Context: an optimization exercise on an open-source flow, tuned for small area and a short achievable clock period. The choices shown serve that exercise and are no tape-out recipe.
Function was not checked in any run shown here: the RTL went through the layout flow alone.

## flow/design.v (module list and top-level ports; edited modules follow where they fit)
// module csa4: 320 lines
// module csa3: 222 lines
// module cadd32: 168 lines
// module cadd31: 112 lines
// module mul_rows: 2753 lines
// module fa_cell: 4 lines
// module wrap31: 4 lines
// module pair_add: 16 lines
// module p9_add: 15 lines
// module smadd: 13 lines
// module conv2d_3x3: 107 lines
module conv2d_3x3 #(
    parameter SIZE  = 32 ,
    WEIGHT = 34,
    LENGHT = 302
) (
    input clk,
    input reset_n,
    input load,
    input en,
    input [SIZE-1:0] in,
    input [SIZE-1:0] k1,
    input [SIZE-1:0] k2,
    input [SIZE-1:0] k3,
    input [SIZE-1:0] k4,
    input [SIZE-1:0] k5,
    input [SIZE-1:0] k6,
    input [SIZE-1:0] k7,
    input [SIZE-1:0] k8,
    input [SIZE-1:0] k9,
    output valid_out,
    output[SIZE-1:0] out
);
  // ...
==> flow/flow/run.sh <==
#!/bin/bash
# Standard ORFS layout with timing repair aimed below the design's period
# (repair_timing treats slack under SETUP_SLACK_MARGIN as a violation) and
# plain buffers on the ports.  The SDC is the standard flow's, unchanged.
set -euo pipefail
export SETUP_SLACK_MARGIN=30.6
export BUFFER_PORTS_ARGS="-buffer_cell sky130_fd_sc_hd__buf_4"
bash standard.sh > flow_make.log 2>&1
==> flow/standard.sh <==
#!/bin/bash
# synth_recipe.tcl (not shown) runs the flow's synth.tcl, then flattens the netlist and writes it again
# the make line also repeats each setting of config.mk as NAME=value (left out here)
make -C /OpenROAD-flow-scripts/flow DESIGN_CONFIG=/design/flow/config.mk WORK_HOME=/design/flow/orfs CLKGATE_MAP_FILE= SYNTH_SCRIPT=/design/flow/synth_recipe.tcl "${@:-finish}"
==> flow/config.mk <==
export PLATFORM = sky130hd
export DESIGN_NAME = conv2d_3x3
export DESIGN_NICKNAME = conv2d_3x3
export VERILOG_FILES = /design/flow/design.v
export SDC_FILE = /design/flow/constraint.sdc
export NUM_CORES = 8
export LEC_CHECK = 0
export CAP_MARGIN = 20
export CORE_MARGIN = 2
export CORE_UTILIZATION = 45
export PLACE_DENSITY = 0.55
export SLEW_MARGIN = 20
export SYNTH_HIERARCHICAL = 1
==> flow/constraint.sdc <==
create_clock -name core_clock -period 40.0 [get_ports {clk}]
set_input_delay 8.0000 -clock core_clock [delete_from_list [all_inputs] [get_ports {clk}]]
set_output_delay 8.0000 -clock core_clock [all_outputs]
set_load 0.01 [all_outputs]
==> results.txt, run 1 <==
Worst clock skew -> 122 ps
WL per Instance -> 25.1 um
Die footprint -> 0.581 mm2
Min-delay src -> chain[993]
Setup Fix Bufs, Post-CTS -> 126
Status -> finished clean
Setup crit start kind -> register
CP arrival -> 1640 ps
Non-CTS buffers -> 964
Hold endpoint -> chain[1025]
Grt total ovfl -> 0
Clock Buffer Count -> 366
Comb_multi_in -> 14,700
Hpwl dp -> 468,000 um
Total iterations of the first detailed-routing run -> 6
Final setup vio count -> 0
Delay-heaviest family, CP -> flip-flops
Max-slew headroom -> 18.7%
Commonest non-fill, non-tap cell in the layout -> nand2_1
Place WS -> 24,430 ps
Max incr delay on CP -> 470 ps
Vias in the first global route -> 168,000
Top class by area -> multi-input combinational cells
==> module csa3, before the edit <==
module csa3 (input [30:0] r0, input [30:0] r1, input [30:0] r2, input ci, output [31:0] sa, output [31:0] sb);
    wire s1;
    wire c2;
    wire s3;
    wire c4;
    wire s5;
    wire c6;
    wire s7;
    wire c8;
    wire s9;
    wire c10;
    wire s11;
    wire c12;
    wire s13;
    wire c14;
    wire s15;
    wire c16;
    wire s17;
    wire c18;
    wire s19;
    wire c20;
    wire s21;
    wire c22;
    wire s23;
    wire c24;
    wire s25;
    wire c26;
    wire s27;
    wire c28;
    wire s29;
    wire c30;
    wire s31;
    wire c32;
    wire s33;
    wire c34;
    wire s35;
    wire c36;
    wire s37;
    wire c38;
    wire s39;
    wire c40;
    wire s41;
    wire c42;
    wire s43;
    wire c44;
    wire s45;
    wire c46;
    wire s47;
    wire c48;
    wire s49;
    wire c50;
    wire s51;
    wire c52;
    wire s53;
    wire c54;
    wire s55;
    wire c56;
    wire s57;
    wire c58;
    wire s59;
    wire c60;
    wire s61;
    wire c62;
    wire s63;
    wire c64;
    wire s65;
    wire c66;
    wire s67;
    wire c68;
    wire s69;
    wire c70;
    wire s71;
    wire c72;
    wire s73;
    wire c74;
    wire s75;
    wire c76;
    wire s77;
    wire c78;
    wire s79;
    wire c80;
    wire s81;
    wire c82;
    wire s83;
    wire c84;
    wire s85;
    wire c86;
    wire s87;
    wire c88;
    wire s89;
    wire c90;
    wire s91;
    wire c92;
    wire s93;
    wire c94;
    wire s95;
    wire c96;
    wire s97;
    wire c98;
    wire s99;
    wire c100;
    wire s101;
    wire c102;
    wire s103;
    wire c104;
    wire s105;
    wire c106;
    wire s107;
    wire c108;
    wire s109;
    wire c110;
    wire s111;
    wire c112;
    wire s113;
    wire c114;
    wire s115;
    wire c116;
    wire s117;
    wire c118;
    wire s119;
    wire c120;
    wire s121;
    wire c122;
    wire s123;
    wire c124;
    assign s1 = ~(r0[0] ^ r1[0]);
    assign c2 = r0[0] | r1[0];
    assign s3 = ~(r0[1] ^ r1[1]);
    assign c4 = r0[1] | r1[1];
    assign s5 = ~(r0[2] ^ r1[2]);
    assign c6 = r0[2] | r1[2];
    assign s7 = ~(r0[3] ^ r1[3]);
    assign c8 = r0[3] | r1[3];
    assign s9 = ~(r0[4] ^ r1[4]);
    assign c10 = r0[4] | r1[4];
    assign s11 = ~(r0[5] ^ r1[5]);
    assign c12 = r0[5] | r1[5];
    assign s13 = ~(r0[6] ^ r1[6]);
    assign c14 = r0[6] | r1[6];
    assign s15 = ~(r0[7] ^ r1[7]);
    assign c16 = r0[7] | r1[7];
    assign s17 = ~(r0[8] ^ r1[8]);
    assign c18 = r0[8] | r1[8];
    assign s19 = ~(r0[9] ^ r1[9]);
    assign c20 = r0[9] | r1[9];
    assign s21 = ~(r0[10] ^ r1[10]);
    assign c22 = r0[10] | r1[10];
    assign s23 = ~(r0[11] ^ r1[11]);
    assign c24 = r0[11] | r1[11];
    assign s25 = ~(r0[12] ^ r1[12]);
    assign c26 = r0[12] | r1[12];
    assign s27 = ~(r0[13] ^ r1[13]);
    assign c28 = r0[13] | r1[13];
    assign s29 = ~(r0[14] ^ r1[14]);
    assign c30 = r0[14] | r1[14];
    assign s31 = ~(r0[15] ^ r1[15]);
    assign c32 = r0[15] | r1[15];
    assign s33 = ~(r0[16] ^ r1[16]);
    assign c34 = r0[16] | r1[16];
    assign s35 = ~(r0[17] ^ r1[17]);
    assign c36 = r0[17] | r1[17];
    assign s37 = ~(r0[18] ^ r1[18]);
    assign c38 = r0[18] | r1[18];
    assign s39 = ~(r0[19] ^ r1[19]);
    assign c40 = r0[19] | r1[19];
    assign s41 = ~(r0[20] ^ r1[20]);
    assign c42 = r0[20] | r1[20];
    assign s43 = ~(r0[21] ^ r1[21]);
    assign c44 = r0[21] | r1[21];
    assign s45 = ~(r0[22] ^ r1[22]);
    assign c46 = r0[22] | r1[22];
    assign s47 = ~(r0[23] ^ r1[23]);
    assign c48 = r0[23] | r1[23];
    assign s49 = ~(r0[24] ^ r1[24]);
    assign c50 = r0[24] | r1[24];
    assign s51 = ~(r0[25] ^ r1[25]);
    assign c52 = r0[25] | r1[25];
    assign s53 = ~(r0[26] ^ r1[26]);
    assign c54 = r0[26] | r1[26];
    assign s55 = ~(r0[27] ^ r1[27]);
    assign c56 = r0[27] | r1[27];
    assign s57 = ~(r0[28] ^ r1[28]);
    assign c58 = r0[28] | r1[28];
    assign s59 = ~(r0[29] ^ r1[29]);
    assign c60 = r0[29] | r1[29];
    assign s61 = ~(r0[30] ^ r1[30]);
    assign c62 = r0[30] | r1[30];
    assign s63 = ~(s1 ^ r2[0]);
    assign c64 = s1 | r2[0];
    fa_cell us65 (.a(c2), .b(s3), .c(r2[1]), .s(s65), .co(c66));
    fa_cell us67 (.a(c4), .b(s5), .c(r2[2]), .s(s67), .co(c68));
    fa_cell us69 (.a(c6), .b(s7), .c(r2[3]), .s(s69), .co(c70));
    fa_cell us71 (.a(c8), .b(s9), .c(r2[4]), .s(s71), .co(c72));
    fa_cell us73 (.a(c10), .b(s11), .c(r2[5]), .s(s73), .co(c74));
    fa_cell us75 (.a(c12), .b(s13), .c(r2[6]), .s(s75), .co(c76));
    fa_cell us77 (.a(c14), .b(s15), .c(r2[7]), .s(s77), .co(c78));
    fa_cell us79 (.a(c16), .b(s17), .c(r2[8]), .s(s79), .co(c80));
    fa_cell us81 (.a(c18), .b(s19), .c(r2[9]), .s(s81), .co(c82));
    fa_cell us83 (.a(c20), .b(s21), .c(r2[10]), .s(s83), .co(c84));
    fa_cell us85 (.a(c22), .b(s23), .c(r2[11]), .s(s85), .co(c86));
    fa_cell us87 (.a(c24), .b(s25), .c(r2[12]), .s(s87), .co(c88));
    fa_cell us89 (.a(c26), .b(s27), .c(r2[13]), .s(s89), .co(c90));
    fa_cell us91 (.a(c28), .b(s29), .c(r2[14]), .s(s91), .co(c92));
    fa_cell us93 (.a(c30), .b(s31), .c(r2[15]), .s(s93), .co(c94));
    fa_cell us95 (.a(c32), .b(s33), .c(r2[16]), .s(s95), .co(c96));
    fa_cell us97 (.a(c34), .b(s35), .c(r2[17]), .s(s97), .co(c98));
    fa_cell us99 (.a(c36), .b(s37), .c(r2[18]), .s(s99), .co(c100));
    fa_cell us101 (.a(c38), .b(s39), .c(r2[19]), .s(s101), .co(c102));
    fa_cell us103 (.a(c40), .b(s41), .c(r2[20]), .s(s103), .co(c104));
    fa_cell us105 (.a(c42), .b(s43), .c(r2[21]), .s(s105), .co(c106));
    fa_cell us107 (.a(c44), .b(s45), .c(r2[22]), .s(s107), .co(c108));
    fa_cell us109 (.a(c46), .b(s47), .c(r2[23]), .s(s109), .co(c110));
    fa_cell us111 (.a(c48), .b(s49), .c(r2[24]), .s(s111), .co(c112));
    fa_cell us113 (.a(c50), .b(s51), .c(r2[25]), .s(s113), .co(c114));
    fa_cell us115 (.a(c52), .b(s53), .c(r2[26]), .s(s115), .co(c116));
    fa_cell us117 (.a(c54), .b(s55), .c(r2[27]), .s(s117), .co(c118));
    fa_cell us119 (.a(c56), .b(s57), .c(r2[28]), .s(s119), .co(c120));
    fa_cell us121 (.a(c58), .b(s59), .c(r2[29]), .s(s121), .co(c122));
    fa_cell us123 (.a(c60), .b(s61), .c(r2[30]), .s(s123), .co(c124));
    assign sa = {c124, c122, c120, c118, c116, c114, c112, c110, c108, c106, c104, c102, c100, c98, c96, c94, c92, c90, c88, c86, c84, c82, c80, c78, c76, c74, c72, c70, c68, c66, c64, s63};
    assign sb = {c62, s123, s121, s119, s117, s115, s113, s111, s109, s107, s105, s103, s101, s99, s97, s95, s93, s91, s89, s87, s85, s83, s81, s79, s77, s75, s73, s71, s69, s67, s65, ci};
endmodule
==> inputs of run 2 (changes only) <==
--- a/flow/design.v
+++ b/flow/design.v
@@ -128,200 +128,70 @@
     wire c122;
     wire s123;
     wire c124;
-    wire s125;
-    wire c126;
-    wire s127;
-    wire c128;
-    wire s129;
-    wire c130;
-    wire s131;
-    wire c132;
-    wire s133;
-    wire c134;
-    wire s135;
-    wire c136;
-    wire s137;
-    wire c138;
-    wire s139;
-    wire c140;
-    wire s141;
-    wire c142;
-    wire s143;
-    wire c144;
-    wire s145;
-    wire c146;
-    wire s147;
-    wire c148;
-    wire s149;
-    wire c150;
-    wire s151;
-    wire c152;
-    wire s153;
-    wire c154;
-    wire s155;
-    wire c156;
-    wire s157;
-    wire c158;
-    wire s159;
-    wire c160;
-    wire s161;
-    wire c162;
-    wire s163;
-    wire c164;
-    wire s165;
-    wire c166;
-    wire s167;
-    wire c168;
-    wire s169;
-    wire c170;
-    wire s171;
-    wire c172;
-    wire s173;
-    wire c174;
-    wire s175;
-    wire c176;
-    wire s177;
-    wire c178;
-    wire s179;
-    wire c180;
-    wire s181;
-    wire c182;
-    wire s183;
-    wire c184;
-    wire s185;
-    wire c186;
-    wire s187;
-    wire c188;
-    assign s1 = ~(r0[0] ^ r1[0]);
-    assign c2 = r0[0] | r1[0];
-    assign s3 = ~(r0[1] ^ r1[1]);
-    assign c4 = r0[1] | r1[1];
-    assign s5 = ~(r0[2] ^ r1[2]);
-    assign c6 = r0[2] | r1[2];
-    assign s7 = ~(r0[3] ^ r1[3]);
-    assign c8 = r0[3] | r1[3];
-    assign s9 = ~(r0[4] ^ r1[4]);
-    assign c10 = r0[4] | r1[4];
-    assign s11 = ~(r0[5] ^ r1[5]);
-    assign c12 = r0[5] | r1[5];
-    assign s13 = ~(r0[6] ^ r1[6]);
-    assign c14 = r0[6] | r1[6];
-    assign s15 = ~(r0[7] ^ r1[7]);
-    assign c16 = r0[7] | r1[7];
-    assign s17 = ~(r0[8] ^ r1[8]);
-    assign c18 = r0[8] | r1[8];
-    assign s19 = ~(r0[9] ^ r1[9]);
-    assign c20 = r0[9] | r1[9];
-    assign s21 = ~(r0[10] ^ r1[10]);
-    assign c22 = r0[10] | r1[10];
-    assign s23 = ~(r0[11] ^ r1[11]);
-    assign c24 = r0[11] | r1[11];
-    assign s25 = ~(r0[12] ^ r1[12]);
-    assign c26 = r0[12] | r1[12];
-    assign s27 = ~(r0[13] ^ r1[13]);
-    assign c28 = r0[13] | r1[13];
-    assign s29 = ~(r0[14] ^ r1[14]);
-    assign c30 = r0[14] | r1[14];
-    assign s31 = ~(r0[15] ^ r1[15]);
-    assign c32 = r0[15] | r1[15];
-    assign s33 = ~(r0[16] ^ r1[16]);
-    assign c34 = r0[16] | r1[16];
-    assign s35 = ~(r0[17] ^ r1[17]);
-    assign c36 = r0[17] | r1[17];
-    assign s37 = ~(r0[18] ^ r1[18]);
-    assign c38 = r0[18] | r1[18];
-    assign s39 = ~(r0[19] ^ r1[19]);
-    assign c40 = r0[19] | r1[19];
-    assign s41 = ~(r0[20] ^ r1[20]);
-    assign c42 = r0[20] | r1[20];
-    assign s43 = ~(r0[21] ^ r1[21]);
-    assign c44 = r0[21] | r1[21];
-    assign s45 = ~(r0[22] ^ r1[22]);
-    assign c46 = r0[22] | r1[22];
-    assign s47 = ~(r0[23] ^ r1[23]);
-    assign c48 = r0[23] | r1[23];
-    assign s49 = ~(r0[24] ^ r1[24]);
-    assign c50 = r0[24] | r1[24];
-    assign s51 = ~(r0[25] ^ r1[25]);
-    assign c52 = r0[25] | r1[25];
-    assign s53 = ~(r0[26] ^ r1[26]);
-    assign c54 = r0[26] | r1[26];
-    assign s55 = ~(r0[27] ^ r1[27]);
-    assign c56 = r0[27] | r1[27];
-    assign s57 = ~(r0[28] ^ r1[28]);
-    assign c58 = r0[28] | r1[28];
-    assign s59 = ~(r0[29] ^ r1[29]);
-    assign c60 = r0[29] | r1[29];
-    assign s61 = ~(r0[30] ^ r1[30]);
-    assign c62 = r0[30] | r1[30];
-    assign s63 = ~(s1 ^ r2[0]);
-    assign c64 = s1 | r2[0];
-    fa_cell us65 (.a(c2), .b(s3), .c(r2[1]), .s(s65), .co(c66));
-    fa_cell us67 (.a(c4), .b(s5), .c(r2[2]), .s(s67), .co(c68));
-    fa_cell us69 (.a(c6), .b(s7), .c(r2[3]), .s(s69), .co(c70));
-    fa_cell us71 (.a(c8), .b(s9), .c(r2[4]), .s(s71), .co(c72));
-    fa_cell us73 (.a(c10), .b(s11), .c(r2[5]), .s(s73), .co(c74));
-    fa_cell us75 (.a(c12), .b(s13), .c(r2[6]), .s(s75), .co(c76));
-    fa_cell us77 (.a(c14), .b(s15), .c(r2[7]), .s(s77), .co(c78));
-    fa_cell us79 (.a(c16), .b(s17), .c(r2[8]), .s(s79), .co(c80));
-    fa_cell us81 (.a(c18), .b(s19), .c(r2[9]), .s(s81), .co(c82));
-    fa_cell us83 (.a(c20), .b(s21), .c(r2[10]), .s(s83), .co(c84));
-    fa_cell us85 (.a(c22), .b(s23), .c(r2[11]), .s(s85), .co(c86));
-    fa_cell us87 (.a(c24), .b(s25), .c(r2[12]), .s(s87), .co(c88));
-    fa_cell us89 (.a(c26), .b(s27), .c(r2[13]), .s(s89), .co(c90));
-    fa_cell us91 (.a(c28), .b(s29), .c(r2[14]), .s(s91), .co(c92));
-    fa_cell us93 (.a(c30), .b(s31), .c(r2[15]), .s(s93), .co(c94));
-    fa_cell us95 (.a(c32), .b(s33), .c(r2[16]), .s(s95), .co(c96));
-    fa_cell us97 (.a(c34), .b(s35), .c(r2[17]), .s(s97), .co(c98));
-    fa_cell us99 (.a(c36), .b(s37), .c(r2[18]), .s(s99), .co(c100));
-    fa_cell us101 (.a(c38), .b(s39), .c(r2[19]), .s(s101), .co(c102));
-    fa_cell us103 (.a(c40), .b(s41), .c(r2[20]), .s(s103), .co(c104));
-    fa_cell us105 (.a(c42), .b(s43), .c(r2[21]), .s(s105), .co(c106));
-    fa_cell us107 (.a(c44), .b(s45), .c(r2[22]), .s(s107), .co(c108));
-    fa_cell us109 (.a(c46), .b(s47), .c(r2[23]), .s(s109), .co(c110));
-    fa_cell us111 (.a(c48), .b(s49), .c(r2[24]), .s(s111), .co(c112));
-    fa_cell us113 (.a(c50), .b(s51), .c(r2[25]), .s(s113), .co(c114));
-    fa_cell us115 (.a(c52), .b(s53), .c(r2[26]), .s(s115), .co(c116));
-    fa_cell us117 (.a(c54), .b(s55), .c(r2[27]), .s(s117), .co(c118));
-    fa_cell us119 (.a(c56), .b(s57), .c(r2[28]), .s(s119), .co(c120));
-    fa_cell us121 (.a(c58), .b(s59), .c(r2[29]), .s(s121), .co(c122));
-    fa_cell us123 (.a(c60), .b(s61), .c(r2[30]), .s(s123), .co(c124));
-    assign s125 = ~(s63 ^ r3[0]);
-    assign c126 = s63 | r3[0];
-    fa_cell us127 (.a(c64), .b(s65), .c(r3[1]), .s(s127), .co(c128));
-    fa_cell us129 (.a(c66), .b(s67), .c(r3[2]), .s(s129), .co(c130));
-    fa_cell us131 (.a(c68), .b(s69), .c(r3[3]), .s(s131), .co(c132));
-    fa_cell us133 (.a(c70), .b(s71), .c(r3[4]), .s(s133), .co(c134));
-    fa_cell us135 (.a(c72), .b(s73), .c(r3[5]), .s(s135), .co(c136));
-    fa_cell us137 (.a(c74), .b(s75), .c(r3[6]), .s(s137), .co(c138));
-    fa_cell us139 (.a(c76), .b(s77), .c(r3[7]), .s(s139), .co(c140));
-    fa_cell us141 (.a(c78), .b(s79), .c(r3[8]), .s(s141), .co(c142));
-    fa_cell us143 (.a(c80), .b(s81), .c(r3[9]), .s(s143), .co(c144));
-    fa_cell us145 (.a(c82), .b(s83), .c(r3[10]), .s(s145), .co(c146));
-    fa_cell us147 (.a(c84), .b(s85), .c(r3[11]), .s(s147), .co(c148));
-    fa_cell us149 (.a(c86), .b(s87), .c(r3[12]), .s(s149), .co(c150));
-    fa_cell us151 (.a(c88), .b(s89), .c(r3[13]), .s(s151), .co(c152));
-    fa_cell us153 (.a(c90), .b(s91), .c(r3[14]), .s(s153), .co(c154));
-    fa_cell us155 (.a(c92), .b(s93), .c(r3[15]), .s(s155), .co(c156));
-    fa_cell us157 (.a(c94), .b(s95), .c(r3[16]), .s(s157), .co(c158));
-    fa_cell us159 (.a(c96), .b(s97), .c(r3[17]), .s(s159), .co(c160));
-    fa_cell us161 (.a(c98), .b(s99), .c(r3[18]), .s(s161), .co(c162));
-    fa_cell us163 (.a(c100), .b(s101), .c(r3[19]), .s(s163), .co(c164));
-    fa_cell us165 (.a(c102), .b(s103), .c(r3[20]), .s(s165), .co(c166));
-    fa_cell us167 (.a(c104), .b(s105), .c(r3[21]), .s(s167), .co(c168));
-    fa_cell us169 (.a(c106), .b(s107), .c(r3[22]), .s(s169), .co(c170));
-    fa_cell us171 (.a(c108), .b(s109), .c(r3[23]), .s(s171), .co(c172));
-    fa_cell us173 (.a(c110), .b(s111), .c(r3[24]), .s(s173), .co(c174));
-    fa_cell us175 (.a(c112), .b(s113), .c(r3[25]), .s(s175), .co(c176));
-    fa_cell us177 (.a(c114), .b(s115), .c(r3[26]), .s(s177), .co(c178));
-    fa_cell us179 (.a(c116), .b(s117), .c(r3[27]), .s(s179), .co(c180));
-    fa_cell us181 (.a(c118), .b(s119), .c(r3[28]), .s(s181), .co(c182));
-    fa_cell us183 (.a(c120), .b(s121), .c(r3[29]), .s(s183), .co(c184));
-    fa_cell us185 (.a(c122), .b(s123), .c(r3[30]), .s(s185), .co(c186));
-    assign s187 = ~(c124 ^ c62);
-    assign c188 = c124 | c62;
-    assign sa = {c186, c184, c182, c180, c178, c176, c174, c172, c170, c168, c166, c164, c162, c160, c158, c156, c154, c152, c150, c148, c146, c144, c142, c140, c138, c136, c134, c132, c130, c128, c126, s125};
-    assign sb = {s187, s185, s183, s181, s179, s177, s175, s173, s171, s169, s167, s165, s163, s161, s159, s157, s155, s153, s151, s149, s147, s145, s143, s141, s139, s137, s135, s133, s131, s129, s127, ci};
+    fa_cell us1 (.a(r0[0]), .b(r1[0]), .c(r2[0]), .s(s1), .co(c2));
+    fa_cell us3 (.a(r0[1]), .b(r1[1]), .c(r2[1]), .s(s3), .co(c4));
+    fa_cell us5 (.a(r0[2]), .b(r1[2]), .c(r2[2]), .s(s5), .co(c6));
+    fa_cell us7 (.a(r0[3]), .b(r1[3]), .c(r2[3]), .s(s7), .co(c8));
+    fa_cell us9 (.a(r0[4]), .b(r1[4]), .c(r2[4]), .s(s9), .co(c10));
+    fa_cell us11 (.a(r0[5]), .b(r1[5]), .c(r2[5]), .s(s11), .co(c12));
+    fa_cell us13 (.a(r0[6]), .b(r1[6]), .c(r2[6]), .s(s13), .co(c14));
+    fa_cell us15 (.a(r0[7]), .b(r1[7]), .c(r2[7]), .s(s15), .co(c16));
+    fa_cell us17 (.a(r0[8]), .b(r1[8]), .c(r2[8]), .s(s17), .co(c18));
+    fa_cell us19 (.a(r0[9]), .b(r1[9]), .c(r2[9]), .s(s19), .co(c20));
+    fa_cell us21 (.a(r0[10]), .b(r1[10]), .c(r2[10]), .s(s21), .co(c22));
+    fa_cell us23 (.a(r0[11]), .b(r1[11]), .c(r2[11]), .s(s23), .co(c24));
+    fa_cell us25 (.a(r0[12]), .b(r1[12]), .c(r2[12]), .s(s25), .co(c26));
+    fa_cell us27 (.a(r0[13]), .b(r1[13]), .c(r2[13]), .s(s27), .co(c28));
+    fa_cell us29 (.a(r0[14]), .b(r1[14]), .c(r2[14]), .s(s29), .co(c30));
+    fa_cell us31 (.a(r0[15]), .b(r1[15]), .c(r2[15]), .s(s31), .co(c32));
+    fa_cell us33 (.a(r0[16]), .b(r1[16]), .c(r2[16]), .s(s33), .co(c34));
+    fa_cell us35 (.a(r0[17]), .b(r1[17]), .c(r2[17]), .s(s35), .co(c36));
+    fa_cell us37 (.a(r0[18]), .b(r1[18]), .c(r2[18]), .s(s37), .co(c38));
+    fa_cell us39 (.a(r0[19]), .b(r1[19]), .c(r2[19]), .s(s39), .co(c40));
+    fa_cell us41 (.a(r0[20]), .b(r1[20]), .c(r2[20]), .s(s41), .co(c42));
+    fa_cell us43 (.a(r0[21]), .b(r1[21]), .c(r2[21]), .s(s43), .co(c44));
+    fa_cell us45 (.a(r0[22]), .b(r1[22]), .c(r2[22]), .s(s45), .co(c46));
+    fa_cell us47 (.a(r0[23]), .b(r1[23]), .c(r2[23]), .s(s47), .co(c48));
+    fa_cell us49 (.a(r0[24]), .b(r1[24]), .c(r2[24]), .s(s49), .co(c50));
+    fa_cell us51 (.a(r0[25]), .b(r1[25]), .c(r2[25]), .s(s51), .co(c52));
+    fa_cell us53 (.a(r0[26]), .b(r1[26]), .c(r2[26]), .s(s53), .co(c54));
+    fa_cell us55 (.a(r0[27]), .b(r1[27]), .c(r2[27]), .s(s55), .co(c56));
+    fa_cell us57 (.a(r0[28]), .b(r1[28]), .c(r2[28]), .s(s57), .co(c58));
+    fa_cell us59 (.a(r0[29]), .b(r1[29]), .c(r2[29]), .s(s59), .co(c60));
+    fa_cell us61 (.a(r0[30]), .b(r1[30]), .c(r2[30]), .s(s61), .co(c62));
+    fa_cell us63 (.a(s1), .b(r3[0]), .c(ci), .s(s63), .co(c64));
+    fa_cell us65 (.a(s3), .b(r3[1]), .c(c2), .s(s65), .co(c66));
+    fa_cell us67 (.a(s5), .b(r3[2]), .c(c4), .s(s67), .co(c68));
+    fa_cell us69 (.a(s7), .b(r3[3]), .c(c6), .s(s69), .co(c70));
+    fa_cell us71 (.a(s9), .b(r3[4]), .c(c8), .s(s71), .co(c72));
+    fa_cell us73 (.a(s11), .b(r3[5]), .c(c10), .s(s73), .co(c74));
+    fa_cell us75 (.a(s13), .b(r3[6]), .c(c12), .s(s75), .co(c76));
+    fa_cell us77 (.a(s15), .b(r3[7]), .c(c14), .s(s77), .co(c78));
+    fa_cell us79 (.a(s17), .b(r3[8]), .c(c16), .s(s79), .co(c80));
+    fa_cell us81 (.a(s19), .b(r3[9]), .c(c18), .s(s81), .co(c82));
+    fa_cell us83 (.a(s21), .b(r3[10]), .c(c20), .s(s83), .co(c84));
+    fa_cell us85 (.a(s23), .b(r3[11]), .c(c22), .s(s85), .co(c86));
+    fa_cell us87 (.a(s25), .b(r3[12]), .c(c24), .s(s87), .co(c88));
+    fa_cell us89 (.a(s27), .b(r3[13]), .c(c26), .s(s89), .co(c90));
+    fa_cell us91 (.a(s29), .b(r3[14]), .c(c28), .s(s91), .co(c92));
+    fa_cell us93 (.a(s31), .b(r3[15]), .c(c30), .s(s93), .co(c94));
+    fa_cell us95 (.a(s33), .b(r3[16]), .c(c32), .s(s95), .co(c96));
+    fa_cell us97 (.a(s35), .b(r3[17]), .c(c34), .s(s97), .co(c98));
+    fa_cell us99 (.a(s37), .b(r3[18]), .c(c36), .s(s99), .co(c100));
+    fa_cell us101 (.a(s39), .b(r3[19]), .c(c38), .s(s101), .co(c102));
+    fa_cell us103 (.a(s41), .b(r3[20]), .c(c40), .s(s103), .co(c104));
+    fa_cell us105 (.a(s43), .b(r3[21]), .c(c42), .s(s105), .co(c106));
+    fa_cell us107 (.a(s45), .b(r3[22]), .c(c44), .s(s107), .co(c108));
+    fa_cell us109 (.a(s47), .b(r3[23]), .c(c46), .s(s109), .co(c110));
+    fa_cell us111 (.a(s49), .b(r3[24]), .c(c48), .s(s111), .co(c112));
+    fa_cell us113 (.a(s51), .b(r3[25]), .c(c50), .s(s113), .co(c114));
+    fa_cell us115 (.a(s53), .b(r3[26]), .c(c52), .s(s115), .co(c116));
+    fa_cell us117 (.a(s55), .b(r3[27]), .c(c54), .s(s117), .co(c118));
+    fa_cell us119 (.a(s57), .b(r3[28]), .c(c56), .s(s119), .co(c120));
+    fa_cell us121 (.a(s59), .b(r3[29]), .c(c58), .s(s121), .co(c122));
+    fa_cell us123 (.a(s61), .b(r3[30]), .c(c60), .s(s123), .co(c124));
+    assign sa = {c62, s123, s121, s119, s117, s115, s113, s111, s109, s107, s105, s103, s101, s99, s97, s95, s93, s91, s89, s87, s85, s83, s81, s79, s77, s75, s73, s71, s69, s67, s65, s63};
+    assign sb = {c124, c122, c120, c118, c116, c114, c112, c110, c108, c106, c104, c102, c100, c98, c96, c94, c92, c90, c88, c86, c84, c82, c80, c78, c76, c74, c72, c70, c68, c66, c64, 1'b1};
 endmodule
 module csa3 (input [30:0] r0, input [30:0] r1, input [30:0] r2, input ci, output [31:0] sa, output [31:0] sb);
     wire s1;
@@ -386,164 +256,39 @@
     wire c60;
     wire s61;
     wire c62;
-    wire s63;
-    wire c64;
-    wire s65;
-    wire c66;
-    wire s67;
-    wire c68;
-    wire s69;
-    wire c70;
-    wire s71;
-    wire c72;
-    wire s73;
-    wire c74;
-    wire s75;
-    wire c76;
-    wire s77;
-    wire c78;
-    wire s79;
-    wire c80;
-    wire s81;
-    wire c82;
-    wire s83;
-    wire c84;
-    wire s85;
-    wire c86;
-    wire s87;
-    wire c88;
-    wire s89;
-    wire c90;
-    wire s91;
-    wire c92;
-    wire s93;
-    wire c94;
-    wire s95;
-    wire c96;
-    wire s97;
-    wire c98;
-    wire s99;
-    wire c100;
-    wire s101;
-    wire c102;
-    wire s103;
-    wire c104;
-    wire s105;
-    wire c106;
-    wire s107;
-    wire c108;
-    wire s109;
-    wire c110;
-    wire s111;
-    wire c112;
-    wire s113;
-    wire c114;
-    wire s115;
-    wire c116;
-    wire s117;
-    wire c118;
-    wire s119;
-    wire c120;
-    wire s121;
-    wire c122;
-    wire s123;
-    wire c124;
-    assign s1 = ~(r0[0] ^ r1[0]);
-    assign c2 = r0[0] | r1[0];
-    assign s3 = ~(r0[1] ^ r1[1]);
-    assign c4 = r0[1] | r1[1];
-    assign s5 = ~(r0[2] ^ r1[2]);
-    assign c6 = r0[2] | r1[2];
-    assign s7 = ~(r0[3] ^ r1[3]);
-    assign c8 = r0[3] | r1[3];
-    assign s9 = ~(r0[4] ^ r1[4]);
-    assign c10 = r0[4] | r1[4];
-    assign s11 = ~(r0[5] ^ r1[5]);
-    assign c12 = r0[5] | r1[5];
-    assign s13 = ~(r0[6] ^ r1[6]);
-    assign c14 = r0[6] | r1[6];
-    assign s15 = ~(r0[7] ^ r1[7]);
-    assign c16 = r0[7] | r1[7];
-    assign s17 = ~(r0[8] ^ r1[8]);
-    assign c18 = r0[8] | r1[8];
-    assign s19 = ~(r0[9] ^ r1[9]);
-    assign c20 = r0[9] | r1[9];
-    assign s21 = ~(r0[10] ^ r1[10]);
-    assign c22 = r0[10] | r1[10];
-    assign s23 = ~(r0[11] ^ r1[11]);
-    assign c24 = r0[11] | r1[11];
-    assign s25 = ~(r0[12] ^ r1[12]);
-    assign c26 = r0[12] | r1[12];
-    assign s27 = ~(r0[13] ^ r1[13]);
-    assign c28 = r0[13] | r1[13];
-    assign s29 = ~(r0[14] ^ r1[14]);
-    assign c30 = r0[14] | r1[14];
-    assign s31 = ~(r0[15] ^ r1[15]);
-    assign c32 = r0[15] | r1[15];
-    assign s33 = ~(r0[16] ^ r1[16]);
-    assign c34 = r0[16] | r1[16];
-    assign s35 = ~(r0[17] ^ r1[17]);
-    assign c36 = r0[17] | r1[17];
-    assign s37 = ~(r0[18] ^ r1[18]);
-    assign c38 = r0[18] | r1[18];
-    assign s39 = ~(r0[19] ^ r1[19]);
-    assign c40 = r0[19] | r1[19];
-    assign s41 = ~(r0[20] ^ r1[20]);
-    assign c42 = r0[20] | r1[20];
-    assign s43 = ~(r0[21] ^ r1[21]);
-    assign c44 = r0[21] | r1[21];
-    assign s45 = ~(r0[22] ^ r1[22]);
-    assign c46 = r0[22] | r1[22];
-    assign s47 = ~(r0[23] ^ r1[23]);
-    assign c48 = r0[23] | r1[23];
-    assign s49 = ~(r0[24] ^ r1[24]);
-    assign c50 = r0[24] | r1[24];
-    assign s51 = ~(r0[25] ^ r1[25]);
-    assign c52 = r0[25] | r1[25];
-    assign s53 = ~(r0[26] ^ r1[26]);
-    assign c54 = r0[26] | r1[26];
-    assign s55 = ~(r0[27] ^ r1[27]);
-    assign c56 = r0[27] | r1[27];
-    assign s57 = ~(r0[28] ^ r1[28]);
-    assign c58 = r0[28] | r1[28];
-    assign s59 = ~(r0[29] ^ r1[29]);
-    assign c60 = r0[29] | r1[29];
-    assign s61 = ~(r0[30] ^ r1[30]);
-    assign c62 = r0[30] | r1[30];
-    assign s63 = ~(s1 ^ r2[0]);
-    assign c64 = s1 | r2[0];
-    fa_cell us65 (.a(c2), .b(s3), .c(r2[1]), .s(s65), .co(c66));
-    fa_cell us67 (.a(c4), .b(s5), .c(r2[2]), .s(s67), .co(c68));
-    fa_cell us69 (.a(c6), .b(s7), .c(r2[3]), .s(s69), .co(c70));
-    fa_cell us71 (.a(c8), .b(s9), .c(r2[4]), .s(s71), .co(c72));
-    fa_cell us73 (.a(c10), .b(s11), .c(r2[5]), .s(s73), .co(c74));
-    fa_cell us75 (.a(c12), .b(s13), .c(r2[6]), .s(s75), .co(c76));
-    fa_cell us77 (.a(c14), .b(s15), .c(r2[7]), .s(s77), .co(c78));
-    fa_cell us79 (.a(c16), .b(s17), .c(r2[8]), .s(s79), .co(c80));
-    fa_cell us81 (.a(c18), .b(s19), .c(r2[9]), .s(s81), .co(c82));
-    fa_cell us83 (.a(c20), .b(s21), .c(r2[10]), .s(s83), .co(c84));
-    fa_cell us85 (.a(c22), .b(s23), .c(r2[11]), .s(s85), .co(c86));
-    fa_cell us87 (.a(c24), .b(s25), .c(r2[12]), .s(s87), .co(c88));
-    fa_cell us89 (.a(c26), .b(s27), .c(r2[13]), .s(s89), .co(c90));
-    fa_cell us91 (.a(c28), .b(s29), .c(r2[14]), .s(s91), .co(c92));
-    fa_cell us93 (.a(c30), .b(s31), .c(r2[15]), .s(s93), .co(c94));
-    fa_cell us95 (.a(c32), .b(s33), .c(r2[16]), .s(s95), .co(c96));
-    fa_cell us97 (.a(c34), .b(s35), .c(r2[17]), .s(s97), .co(c98));
-    fa_cell us99 (.a(c36), .b(s37), .c(r2[18]), .s(s99), .co(c100));
-    fa_cell us101 (.a(c38), .b(s39), .c(r2[19]), .s(s101), .co(c102));
-    fa_cell us103 (.a(c40), .b(s41), .c(r2[20]), .s(s103), .co(c104));
-    fa_cell us105 (.a(c42), .b(s43), .c(r2[21]), .s(s105), .co(c106));
-    fa_cell us107 (.a(c44), .b(s45), .c(r2[22]), .s(s107), .co(c108));
-    fa_cell us109 (.a(c46), .b(s47), .c(r2[23]), .s(s109), .co(c110));
-    fa_cell us111 (.a(c48), .b(s49), .c(r2[24]), .s(s111), .co(c112));
-    fa_cell us113 (.a(c50), .b(s51), .c(r2[25]), .s(s113), .co(c114));
-    fa_cell us115 (.a(c52), .b(s53), .c(r2[26]), .s(s115), .co(c116));
-    fa_cell us117 (.a(c54), .b(s55), .c(r2[27]), .s(s117), .co(c118));
-    fa_cell us119 (.a(c56), .b(s57), .c(r2[28]), .s(s119), .co(c120));
-    fa_cell us121 (.a(c58), .b(s59), .c(r2[29]), .s(s121), .co(c122));
-    fa_cell us123 (.a(c60), .b(s61), .c(r2[30]), .s(s123), .co(c124));
-    assign sa = {c124, c122, c120, c118, c116, c114, c112, c110, c108, c106, c104, c102, c100, c98, c96, c94, c92, c90, c88, c86, c84, c82, c80, c78, c76, c74, c72, c70, c68, c66, c64, s63};
-    assign sb = {c62, s123, s121, s119, s117, s115, s113, s111, s109, s107, s105, s103, s101, s99, s97, s95, s93, s91, s89, s87, s85, s83, s81, s79, s77, s75, s73, s71, s69, s67, s65, ci};
+    fa_cell us1 (.a(r0[0]), .b(r1[0]), .c(r2[0]), .s(s1), .co(c2));
+    fa_cell us3 (.a(r0[1]), .b(r1[1]), .c(r2[1]), .s(s3), .co(c4));
+    fa_cell us5 (.a(r0[2]), .b(r1[2]), .c(r2[2]), .s(s5), .co(c6));
+    fa_cell us7 (.a(r0[3]), .b(r1[3]), .c(r2[3]), .s(s7), .co(c8));
+    fa_cell us9 (.a(r0[4]), .b(r1[4]), .c(r2[4]), .s(s9), .co(c10));
+    fa_cell us11 (.a(r0[5]), .b(r1[5]), .c(r2[5]), .s(s11), .co(c12));
+    fa_cell us13 (.a(r0[6]), .b(r1[6]), .c(r2[6]), .s(s13), .co(c14));
+    fa_cell us15 (.a(r0[7]), .b(r1[7]), .c(r2[7]), .s(s15), .co(c16));
+    fa_cell us17 (.a(r0[8]), .b(r1[8]), .c(r2[8]), .s(s17), .co(c18));
+    fa_cell us19 (.a(r0[9]), .b(r1[9]), .c(r2[9]), .s(s19), .co(c20));
+    fa_cell us21 (.a(r0[10]), .b(r1[10]), .c(r2[10]), .s(s21), .co(c22));
+    fa_cell us23 (.a(r0[11]), .b(r1[11]), .c(r2[11]), .s(s23), .co(c24));
+    fa_cell us25 (.a(r0[12]), .b(r1[12]), .c(r2[12]), .s(s25), .co(c26));
+    fa_cell us27 (.a(r0[13]), .b(r1[13]), .c(r2[13]), .s(s27), .co(c28));
+    fa_cell us29 (.a(r0[14]), .b(r1[14]), .c(r2[14]), .s(s29), .co(c30));
+    fa_cell us31 (.a(r0[15]), .b(r1[15]), .c(r2[15]), .s(s31), .co(c32));
+    fa_cell us33 (.a(r0[16]), .b(r1[16]), .c(r2[16]), .s(s33), .co(c34));
+    fa_cell us35 (.a(r0[17]), .b(r1[17]), .c(r2[17]), .s(s35), .co(c36));
+    fa_cell us37 (.a(r0[18]), .b(r1[18]), .c(r2[18]), .s(s37), .co(c38));
+    fa_cell us39 (.a(r0[19]), .b(r1[19]), .c(r2[19]), .s(s39), .co(c40));
+    fa_cell us41 (.a(r0[20]), .b(r1[20]), .c(r2[20]), .s(s41), .co(c42));
+    fa_cell us43 (.a(r0[21]), .b(r1[21]), .c(r2[21]), .s(s43), .co(c44));
+    fa_cell us45 (.a(r0[22]), .b(r1[22]), .c(r2[22]), .s(s45), .co(c46));
+    fa_cell us47 (.a(r0[23]), .b(r1[23]), .c(r2[23]), .s(s47), .co(c48));
+    fa_cell us49 (.a(r0[24]), .b(r1[24]), .c(r2[24]), .s(s49), .co(c50));
+    fa_cell us51 (.a(r0[25]), .b(r1[25]), .c(r2[25]), .s(s51), .co(c52));
+    fa_cell us53 (.a(r0[26]), .b(r1[26]), .c(r2[26]), .s(s53), .co(c54));
+    fa_cell us55 (.a(r0[27]), .b(r1[27]), .c(r2[27]), .s(s55), .co(c56));
+    fa_cell us57 (.a(r0[28]), .b(r1[28]), .c(r2[28]), .s(s57), .co(c58));
+    fa_cell us59 (.a(r0[29]), .b(r1[29]), .c(r2[29]), .s(s59), .co(c60));
+    fa_cell us61 (.a(r0[30]), .b(r1[30]), .c(r2[30]), .s(s61), .co(c62));
+    assign sa = {1'b1, s61, s59, s57, s55, s53, s51, s49, s47, s45, s43, s41, s39, s37, s35, s33, s31, s29, s27, s25, s23, s21, s19, s17, s15, s13, s11, s9, s7, s5, s3, s1};
+    assign sb = {c62, c60, c58, c56, c54, c52, c50, c48, c46, c44, c42, c40, c38, c36, c34, c32, c30, c28, c26, c24, c22, c20, c18, c16, c14, c12, c10, c8, c6, c4, c2, ci};
 endmodule
 module cadd32 (input [31:0] a, input [31:0] b, output [31:0] s0, output [31:0] s1, output co0, output co1);
     wire [31:0] g = a & b;
@@ -3039,26 +2784,21 @@
     assign pp578 = ~(a[21] & b[23]);
     assign pp579 = ~(a[22] & b[23]);
     assign pp580 = ~(a[23] & b[23]);
-    assign s581 = ~(pp4 ^ pp19);
-    assign c582 = pp4 | pp19;
+    fa_cell us581 (.a(pp4), .b(pp19), .c(1'b1), .s(s581), .co(c582));
     fa_cell us583 (.a(pp5), .b(pp20), .c(pp36), .s(s583), .co(c584));
-    assign s585 = ~(pp53 ^ pp71);
-    assign c586 = pp53 | pp71;
+    fa_cell us585 (.a(pp53), .b(pp71), .c(1'b1), .s(s585), .co(c586));
     fa_cell us587 (.a(pp6), .b(pp21), .c(pp37), .s(s587), .co(c588));
     fa_cell us589 (.a(pp54), .b(pp72), .c(pp91), .s(s589), .co(c590));
-    assign s591 = ~(pp111 ^ pp132);
-    assign c592 = pp111 | pp132;
+    fa_cell us591 (.a(pp111), .b(pp132), .c(1'b1), .s(s591), .co(c592));
     fa_cell us593 (.a(pp7), .b(pp22), .c(pp38), .s(s593), .co(c594));
     fa_cell us595 (.a(pp55), .b(pp73), .c(pp92), .s(s595), .co(c596));
     fa_cell us597 (.a(pp112), .b(pp133), .c(pp155), .s(s597), .co(c598));
-    assign s599 = ~(pp178 ^ pp202);
-    assign c600 = pp178 | pp202;
+    fa_cell us599 (.a(pp178), .b(pp202), .c(1'b1), .s(s599), .co(c600));
     fa_cell us601 (.a(pp8), .b(pp23), .c(pp39), .s(s601), .co(c602));
     fa_cell us603 (.a(pp56), .b(pp74), .c(pp93), .s(s603), .co(c604));
     fa_cell us605 (.a(pp113), .b(pp134), .c(pp156), .s(s605), .co(c606));
     fa_cell us607 (.a(pp179), .b(pp203), .c(pp228), .s(s607), .co(c608));
-    assign s609 = ~(pp254 ^ pp281);
-    assign c610 = pp254 | pp281;
+    fa_cell us609 (.a(pp254), .b(pp281), .c(1'b1), .s(s609), .co(c610));
     fa_cell us611 (.a(pp9), .b(pp24), .c(pp40), .s(s611), .co(c612));
     fa_cell us613 (.a(pp57), .b(pp75), .c(pp94), .s(s613), .co(c614));
     fa_cell us615 (.a(pp114), .b(pp135), .c(pp157), .s(s615), .co(c616));
@@ -3098,8 +2838,7 @@
     fa_cell us683 (.a(pp82), .b(pp101), .c(pp121), .s(s683), .co(c684));
     fa_cell us685 (.a(pp142), .b(pp164), .c(pp187), .s(s685), .co(c686));
     fa_cell us687 (.a(pp211), .b(pp236), .c(pp262), .s(s687), .co(c688));
-    assign s689 = ~(pp289 ^ pp317);
-    assign c690 = pp289 | pp317;
+    fa_cell us689 (.a(pp289), .b(pp317), .c(1'b1), .s(s689), .co(c690));
     fa_cell us691 (.a(pp48), .b(pp65), .c(pp83), .s(s691), .co(c692));
     fa_cell us693 (.a(pp102), .b(pp122), .c(pp143), .s(s693), .co(c694));
     fa_cell us695 (.a(pp165), .b(pp188), .c(pp212), .s(s695), .co(c696));
@@ -3115,8 +2854,7 @@
     fa_cell us715 (.a(pp2), .b(pp17), .c(pp33), .s(s715), .co(c716));
     fa_cell us717 (.a(pp50), .b(pp68), .c(pp87), .s(s717), .co(c718));
     fa_cell us719 (.a(pp107), .b(pp128), .c(pp150), .s(s719), .co(c720));
-    assign s721 = ~(pp173 ^ pp197);
-    assign c722 = pp173 | pp197;
+    fa_cell us721 (.a(pp173), .b(pp197), .c(1'b1), .s(s721), .co(c722));
     fa_cell us723 (.a(pp3), .b(pp18), .c(pp34), .s(s723), .co(c724));
     fa_cell us725 (.a(pp51), .b(pp69), .c(pp88), .s(s725), .co(c726));
     fa_cell us727 (.a(pp108), .b(pp129), .c(pp151), .s(s727), .co(c728));
@@ -3127,8 +2865,7 @@
     fa_cell us737 (.a(pp130), .b(pp152), .c(pp175), .s(s737), .co(c738));
     fa_cell us739 (.a(pp199), .b(pp224), .c(pp250), .s(s739), .co(c740));
     fa_cell us741 (.a(pp277), .b(pp305), .c(pp334), .s(s741), .co(c742));
-    assign s743 = ~(pp364 ^ pp394);
-    assign c744 = pp364 | pp394;
+    fa_cell us743 (.a(pp364), .b(pp394), .c(1'b1), .s(s743), .co(c744));
     fa_cell us745 (.a(c582), .b(s583), .c(s585), .s(s745), .co(c746));
     fa_cell us747 (.a(pp90), .b(pp110), .c(pp131), .s(s747), .co(c748));
     fa_cell us749 (.a(pp153), .b(pp176), .c(pp200), .s(s749), .co(c750));
@@ -3254,8 +2991,7 @@
     fa_cell us989 (.a(c716), .b(c718), .c(c720), .s(s989), .co(c990));
     fa_cell us991 (.a(c722), .b(s723), .c(s725), .s(s991), .co(c992));
     fa_cell us993 (.a(s727), .b(s729), .c(s731), .s(s993), .co(c994));
-    assign s995 = ~(pp333 ^ pp363);
-    assign c996 = pp333 | pp363;
+    fa_cell us995 (.a(pp333), .b(pp363), .c(1'b1), .s(s995), .co(c996));
     fa_cell us997 (.a(c724), .b(c726), .c(c728), .s(s997), .co(c998));
     fa_cell us999 (.a(c730), .b(c732), .c(s733), .s(s999), .co(c1000));
     fa_cell us1001 (.a(s735), .b(s737), .c(s739), .s(s1001), .co(c1002));
@@ -3359,12 +3095,10 @@
     fa_cell us1197 (.a(pp419), .b(pp448), .c(pp476), .s(s1197), .co(c1198));
     fa_cell us1199 (.a(pp360), .b(pp390), .c(pp420), .s(s1199), .co(c1200));
     fa_cell us1201 (.a(s979), .b(s981), .c(pp196), .s(s1201), .co(c1202));
-    assign s1203 = ~(pp221 ^ pp247);
-    assign c1204 = pp221 | pp247;
+    fa_cell us1203 (.a(pp221), .b(pp247), .c(1'b1), .s(s1203), .co(c1204));
     fa_cell us1205 (.a(c980), .b(c982), .c(s983), .s(s1205), .co(c1206));
     fa_cell us1207 (.a(s985), .b(s987), .c(pp303), .s(s1207), .co(c1208));
-    assign s1209 = ~(pp332 ^ pp362);
-    assign c1210 = pp332 | pp362;
+    fa_cell us1209 (.a(pp332), .b(pp362), .c(1'b1), .s(s1209), .co(c1210));
     fa_cell us1211 (.a(c984), .b(c986), .c(c988), .s(s1211), .co(c1212));
     fa_cell us1213 (.a(s989), .b(s991), .c(s993), .s(s1213), .co(c1214));
     fa_cell us1215 (.a(s995), .b(pp393), .c(pp422), .s(s1215), .co(c1216));
@@ -3454,8 +3188,7 @@
     fa_cell us1383 (.a(pp531), .b(pp556), .c(pp580), .s(s1383), .co(c1384));
     fa_cell us1385 (.a(s1201), .b(s1203), .c(pp274), .s(s1385), .co(c1386));
     fa_cell us1387 (.a(c1202), .b(c1204), .c(s1205), .s(s1387), .co(c1388));
-    assign s1389 = ~(s1207 ^ s1209);
-    assign c1390 = s1207 | s1209;
+    fa_cell us1389 (.a(s1207), .b(s1209), .c(1'b1), .s(s1389), .co(c1390));
     fa_cell us1391 (.a(c1206), .b(c1208), .c(c1210), .s(s1391), .co(c1392));
     fa_cell us1393 (.a(s1211), .b(s1213), .c(s1215), .s(s1393), .co(c1394));
     fa_cell us1395 (.a(c1212), .b(c1214), .c(c1216), .s(s1395), .co(c1396));
@@ -3514,8 +3247,7 @@
     fa_cell us1501 (.a(s1373), .b(s1375), .c(s1377), .s(s1501), .co(c1502));
     fa_cell us1503 (.a(c1374), .b(c1376), .c(c1378), .s(s1503), .co(c1504));
     fa_cell us1505 (.a(s1379), .b(s1381), .c(s1383), .s(s1505), .co(c1506));
-    assign s1507 = ~(s1385 ^ pp302);
-    assign c1508 = s1385 | pp302;
+    fa_cell us1507 (.a(s1385), .b(pp302), .c(1'b1), .s(s1507), .co(c1508));
     fa_cell us1509 (.a(c1386), .b(s1387), .c(s1389), .s(s1509), .co(c1510));
     fa_cell us1511 (.a(c1388), .b(c1390), .c(s1391), .s(s1511), .co(c1512));
     fa_cell us1513 (.a(c1392), .b(c1394), .c(s1395), .s(s1513), .co(c1514));
@@ -3546,8 +3278,7 @@
     fa_cell us1563 (.a(c1492), .b(c1494), .c(s1495), .s(s1563), .co(c1564));
     fa_cell us1565 (.a(c1496), .b(c1498), .c(s1499), .s(s1565), .co(c1566));
     fa_cell us1567 (.a(c1500), .b(c1502), .c(s1503), .s(s1567), .co(c1568));
-    assign s1569 = ~(s1507 ^ pp331);
-    assign c1570 = s1507 | pp331;
+    fa_cell us1569 (.a(s1507), .b(pp331), .c(1'b1), .s(s1569), .co(c1570));
     fa_cell us1571 (.a(c1508), .b(s1509), .c(pp392), .s(s1571), .co(c1572));
     fa_cell us1573 (.a(c1510), .b(s1511), .c(s1393), .s(s1573), .co(c1574));
     fa_cell us1575 (.a(c1512), .b(s1513), .c(s1397), .s(s1575), .co(c1576));
@@ -3738,8 +3469,9 @@
     always @(posedge clk)
         if (load) r19 <= sall;
     reg [31:0] r_out;
-    always @(posedge clk)
-        if (load) r_out <= r19;
+    always @(posedge clk or negedge reset_n)
+        if (!reset_n)  r_out <= 32'd0;
+        else if (load) r_out <= r19;
     assign out       = r_out;
     assign valid_out = e5;
 endmodule
==> flow/flow/run.sh (replaced) <==
#!/bin/bash
# Standard ORFS layout (the standard.sh) with:
#  - timing repair aimed below the design's period: repair_timing treats
#    slack under SETUP_SLACK_MARGIN as a violation (the SDC is the standard flow's);
#  - plain buffers on the ports;
#  - after repair_design, flow/load_tree.tcl rebuilds the buffer tree of the
#    load input as a clustered two-level tree, and puts each output's port
#    buffer and its flip-flop next to the pin;
#  - larger clock-tree sink clusters.
set -euo pipefail
export SETUP_SLACK_MARGIN=30.65
export BUFFER_PORTS_ARGS="-buffer_cell sky130_fd_sc_hd__buf_4"
export POST_RESIZE_TCL=$PWD/flow/load_tree.tcl
export CTS_ARGS="-sink_clustering_enable -repair_clock_nets -sink_clustering_size 25 -sink_clustering_max_diameter 80"
bash standard.sh > flow_make.log 2>&1
==> flow/flow/load_tree.tcl (new file) <==
# Rebuild the buffer tree of the load input as a balanced, clustered tree.
# Sourced after repair_design (POST_RESIZE), before detailed placement.
namespace eval lt {
  variable block
  proc is_buf {inst} {
    return [regexp {__(buf|clkbuf|bufbuf)_[0-9]+$} [[$inst getMaster] getName]]
  }
  proc drv_iterm {net} {
    foreach it [$net getITerms] { if {[$it isOutputSignal]} { return $it } }
    return ""
  }
  # all non-buffer sinks below net, deleting the buffers in between
  proc collect {net sinksVar} {
    upvar $sinksVar sinks
    foreach it [$net getITerms] {
      if {[$it isOutputSignal]} continue
      set inst [$it getInst]
      if {[is_buf $inst]} {
        set onet ""
        foreach o [$inst getITerms] { if {[$o isOutputSignal]} { set onet [$o getNet] } }
        if {$onet ne "" && $onet ne "NULL"} { collect $onet sinks }
        odb::dbInst_destroy $inst
        if {$onet ne "" && $onet ne "NULL"} { odb::dbNet_destroy $onet }
      } else {
        lappend sinks $it
      }
    }
  }
  proc center {inst} {
    set b [$inst getBBox]
    return [list [expr {([$b xMin] + [$b xMax]) / 2}] [expr {([$b yMin] + [$b yMax]) / 2}]]
  }
  # k-means of points {x y}, returns list of cluster index per point
  proc kmeans {pts k} {
    set n [llength $pts]
    set cs {}
    for {set i 0} {$i < $k} {incr i} { lappend cs [lindex $pts [expr {($i * $n) / $k}]] }
    # seed by sorting along x then y bands for a spread start
    set asg [lrepeat $n 0]
    for {set it 0} {$it < 25} {incr it} {
      set asg {}
      foreach p $pts {
        set best 0; set bd 1e30; set j 0
        lassign $p px py
        foreach c $cs {
          lassign $c cx cy
          set d [expr {abs($px - $cx) + abs($py - $cy)}]
          if {$d < $bd} { set bd $d; set best $j }
          incr j
        }
        lappend asg $best
      }
      set sx [lrepeat $k 0.0]; set sy [lrepeat $k 0.0]; set sn [lrepeat $k 0]
      foreach p $pts a $asg {
        lset sx $a [expr {[lindex $sx $a] + [lindex $p 0]}]
        lset sy $a [expr {[lindex $sy $a] + [lindex $p 1]}]
        lset sn $a [expr {[lindex $sn $a] + 1}]
      }
      set ncs {}
      for {set j 0} {$j < $k} {incr j} {
        if {[lindex $sn $j] > 0} {
          lappend ncs [list [expr {int([lindex $sx $j] / [lindex $sn $j])}] [expr {int([lindex $sy $j] / [lindex $sn $j])}]]
        } else { lappend ncs [lindex $cs $j] }
      }
      set cs $ncs
    }
    return [list $asg $cs]
  }
  variable cnt 0
  proc mkbuf {master x y innet outnet} {
    variable block; variable cnt
    incr cnt
    set inst [odb::dbInst_create $block $master "ltbuf_$cnt"]
    $inst setLocation $x $y
    $inst setPlacementStatus PLACED
    [$inst findITerm A] connect $innet
    [$inst findITerm X] connect $outnet
    return $inst
  }
  proc mknet {} {
    variable block; variable cnt
    incr cnt
    set net [odb::dbNet_create $block "ltnet_$cnt"]
    $net setSigType SIGNAL
    return $net
  }
  proc build {port leaf_size fan2 leafcell midcell} {
    variable block
    set block [ord::get_db_block]
    set db [ord::get_db]
    set bt [$block findBTerm $port]
    set pnet [$bt getNet]
    # the input buffer on the port
    set ibuf ""
    foreach it [$pnet getITerms] { set ibuf [$it getInst] }
    set root ""
    foreach o [$ibuf getITerms] { if {[$o isOutputSignal]} { set root [$o getNet] } }
    set sinks {}
    collect $root sinks
    foreach it $sinks { $it disconnect }
    set n [llength $sinks]
    set pts {}
    foreach it $sinks { lappend pts [center [$it getInst]] }
    set k1 [expr {($n + $leaf_size - 1) / $leaf_size}]
    lassign [kmeans $pts $k1] asg cs
    set lm [$db findMaster $leafcell]
    set mm [$db findMaster $midcell]
    # level 2 clustering of leaf buffers
    set k2 [expr {($k1 + $fan2 - 1) / $fan2}]
    lassign [kmeans $cs $k2] asg2 cs2
    set midnets {}
    foreach c $cs2 {
      set net [mknet]
      lassign $c x y
      mkbuf $mm $x $y $root $net
      lappend midnets $net
    }
    set j 0
    foreach c $cs a2 $asg2 {
      set net [mknet]
      lassign $c x y
      mkbuf $lm $x $y [lindex $midnets $a2] $net
      set leafnets($j) $net
      incr j
    }
    foreach it $sinks a $asg { $it connect $leafnets($a) }
    puts "load tree: $n sinks, $k1 leaf buffers ($leafcell), $k2 mid buffers ($midcell)"
  }
}
lt::build load 40 8 sky130_fd_sc_hd__buf_8 sky130_fd_sc_hd__buf_16

# Put each output's port buffer and the flip-flop that drives it next to the
# port's pin, so that the register-to-output paths stay short.
namespace eval lt {
  proc out_regs {} {
    set block [ord::get_db_block]
    set core [$block getCoreArea]
    set cx0 [$core xMin]; set cy0 [$core yMin]; set cx1 [$core xMax]; set cy1 [$core yMax]
    set moved 0
    foreach bt [$block getBTerms] {
      if {[$bt getIoType] ne "OUTPUT"} continue
      set net [$bt getNet]
      set buf ""
      foreach it [$net getITerms] { if {[$it isOutputSignal]} { set buf [$it getInst] } }
      if {$buf eq ""} continue
      set bnet [[$buf findITerm A] getNet]
      set ff ""
      foreach it [$bnet getITerms] { if {[$it isOutputSignal]} { set ff [$it getInst] } }
      if {$ff eq ""} continue
      set bb [$bt getBBox]
      set px [expr {([$bb xMin] + [$bb xMax]) / 2}]
      set py [expr {([$bb yMin] + [$bb yMax]) / 2}]
      # inside the core, a little away from the edge
      set m 4000
      set x [expr {min(max($px, $cx0 + $m), $cx1 - $m - 20000)}]
      set y [expr {min(max($py, $cy0 + $m), $cy1 - $m - 3000)}]
      # direction towards the core: flop one cell further in
      set dx 0; set dy 0
      if {$px <= $cx0} { set dx 6000 } elseif {$px >= $cx1} { set dx -6000 } elseif {$py <= $cy0} { set dy 3000 } else { set dy -3000 }
      $buf setLocation $x $y
      $ff setLocation [expr {$x + $dx}] [expr {$y + $dy}]
      incr moved
    }
    puts "output registers moved next to their pins: $moved"
  }
}
lt::out_regs

# Inputs other than load have time to spare: their port buffers can be the
# smallest buffer (repair_timing sizes them up if a path needs it).
namespace eval lt {
  proc small_inbufs {keep cell} {
    set block [ord::get_db_block]
    set m [[ord::get_db] findMaster $cell]
    set n 0
    foreach bt [$block getBTerms] {
      if {[$bt getIoType] ne "INPUT" || [lsearch $keep [$bt getName]] >= 0} continue
      set net [$bt getNet]
      if {$net eq "NULL"} continue
      foreach it [$net getITerms] {
        set inst [$it getInst]
        if {[regexp {__buf_[0-9]+$} [[$inst getMaster] getName]]} { $inst swapMaster $m; incr n }
      }
    }
    puts "input port buffers set to $cell: $n"
  }
}
lt::small_inbufs {load clk reset_n} sky130_fd_sc_hd__buf_1
--- a/flow/config.mk
+++ b/flow/config.mk
@@ -7,7 +7,7 @@
 export LEC_CHECK = 0
 export CAP_MARGIN = 20
 export CORE_MARGIN = 2
-export CORE_UTILIZATION = 45
-export PLACE_DENSITY = 0.55
+export CORE_UTILIZATION = 55
+export PLACE_DENSITY = 0.65
 export SLEW_MARGIN = 20
 export SYNTH_HIERARCHICAL = 1
==> results.txt, run 2 <==
Drt drc -> 0
Status -> finished clean
Crit path max fanout -> 2
Hpwl dp -> 445,000 um (-4.8%)
I/O pin cnt -> 357
CP arrival -> 1510 ps (-130 ps)
CP Class -> reg -> out
Max reg flops -> 2,304
Die width -> 685 um
Core box area -> 0.463 mm2
Layout Cells excl Fill -> 25,100
Worst Path Buf+Inv -> 1
CTS tree -> yes
Crit end category -> output pin
Max-slew headroom -> 23.4% (+4.7 points)
Clock-pin slew reported for the worst setup and hold paths after clock tree synthesis -> 100 ps
Clock Path Buffers -> 4
CP max stage cell -> dfrtp_1
Reg2Reg Depth -> 21
RSZ-0062 raised after global routing -> yes
Delay-heaviest family, CP -> flip-flops
GP Congestion -> 0.927
# placed instances -> 24,500
Max-cap check violation count -> 0
Vias in the first global route -> 164,000 (-2.4%)
Total track usage -> 28.3%
Post-route ant nets -> 0
Largest net degree at the start of global routing -> 74
Synth Cell Area -> 0.255 mm2
Die footprint -> 0.469 mm2 (-19%)
Tmin final -> 9510 ps
Max incr delay on CP -> 440 ps (-30 ps)
Gate Count Post-Synth -> 19,800
Min-delay src -> chain[1029]
Setup crit start kind -> register
Starting Density -> 55.1%
Cts hold-fix bufs -> 0
# nets final -> 24,800
Worst Path Required -> 32,000 ps
Mapped Avg Cell Area -> 12.9 um2
Measured slew at the worst slew-check pin -> 1150 ps
Final Hold Viols -> 0
Hold Crit Depth -> 0
Most frequent cells in the layout -> nand2_1, fa_1, edfxtp_1
Commonest non-fill, non-tap cell in the layout -> nand2_1
Worst Hold Class -> reg -> reg
Max Fclk -> 0.105 GHz
Reg-to-Reg Start -> chain[112]
Final setup vio count -> 0 (unchanged)
Initial antenna violation count -> 15
WL per Instance -> 25.9 um (+3.0%)
Grt total ovfl -> 0 (unchanged)
Share of cells above drive strength 1 -> 7.40%
Starting DRC count in detailed routing -> 14,200
YS warnings -> 7
FP Rows -> 250
CTS Sinks -> 2,815
Die Y -> 685 um
Root buf cell -> clkbuf_16
Setup tns final -> 0 ps
H-tree Lvls -> 4
Number of cells on the critical path -> 1
Worst setup path start -> r_out[14]
Port bufs -> 293
Final worst-path cycle share -> 23.8%
Clock Latency Late Sink -> 980 ps
Via count -> 151,000
CP cell instances -> buf_6
Vias per inst -> 5.99
Final Max Slew Viols -> 0
Total iterations of the first detailed-routing run -> 7 (+1)
Worst clock skew -> 113 ps (-9.37 ps)
Area grow syn2layout -> 2.65%
CTS Buf Count -> 165
WL final -> 650,000 um
First-pass GRT wire length -> 998,000 um
Biggest register -> chain
## run 2: cell type report
type / instances / area [um2]
fill: 37000 / 201000
timing repair buffer: 962 / 8130
inverter: 120 / 460
buffer: 80 / 1310
clock inverter: 64 / 1140
tap: 6174 / 7720
multi-input combinational: 14700 / 154000
clock buffer: 176 / 4190
sequential: 2815 / 84300
antenna: 8 / 20.0
## run 2: worst paths after layout
check	endpoint	slack, ps
worst max-delay path	out[14]	30490
worst min-delay path	chain[1061]	370
worst max register to register	r78[23]	30810
worst min register to register	chain[1061]	370
max in group asynchronous	r_out[2]	32480
min in group asynchronous	r_out[25]	7060
## run 2: per-stage QoR
| stage | util (%) | setup slack (ps) | hold WS (ps) | area, um2 |
|---|---|---|---|---|
| 6_report | 56.6 | 30490 | 375 | 262000 |
| 5_1_grt | 56.6 | 30430 | 384 | 262000 |
| 4_1_cts | 56.1 | 30410 | 372 | 259000 |
| 3_5_place_dp | 54.4 | 28840 | 405 | 252000 |
| 3_3_place_gp | 54.4 | 25030 | 400 | 252000 |
| 2_1_floorplan | - | 31100 | 400 | 255000 |
## run 2: timing repair
item                                   CTS  global route
endpoints found under the hold margin    0             0
gates cloned                             5             2
setup endpoints to repair              201           225
buffers inserted                       182           144
resized for setup                       92           159
pin swaps                                3             4
## run 2: per-layer routing
| layer | vias up | global-route usage [%] | part of all wire, % |
|---|---|---|---|
| met1 | 78100 | 36.5 | 36 |
| met2 | 8776 | 44.7 | 47 |
| met3 | 2282 | 6.96 | 11 |
| li1 | 61400 | - | - |
| met5 | - | 0.0714 | 0.011 |
| met4 | 12 | 15.1 | 6.7 |

port drivers added, routing unchanged:
The results above use ideal ports. As a check the final layouts listed here were re-extracted and re-timed, cells and wires unchanged.
Step 1 sets driving cells, clkbuf_16 on the clock port and buf_2 on the other inputs (assumed; they add their load-dependent delay and slew).
Step 2 also shifts input and output timing later by t, the mid clock arrival at the registers, as if the neighbouring blocks saw the same clock.
a / b / c = ideal / step 1 / step 2; a / b = the first two.
run	shift t [ns]	setup WS [ns]	worst setup path after step 2
run 1	1.068	30.363 / 30.232 / 29.216	input to register
run 2	1.044	30.485 / 30.361 / 30.303	input to register
After both steps setup and hold are still met in every run listed. The setup slack of run 1, which loses most, moves by -0.131 ns with the drivers and by -1.147 ns with both steps.
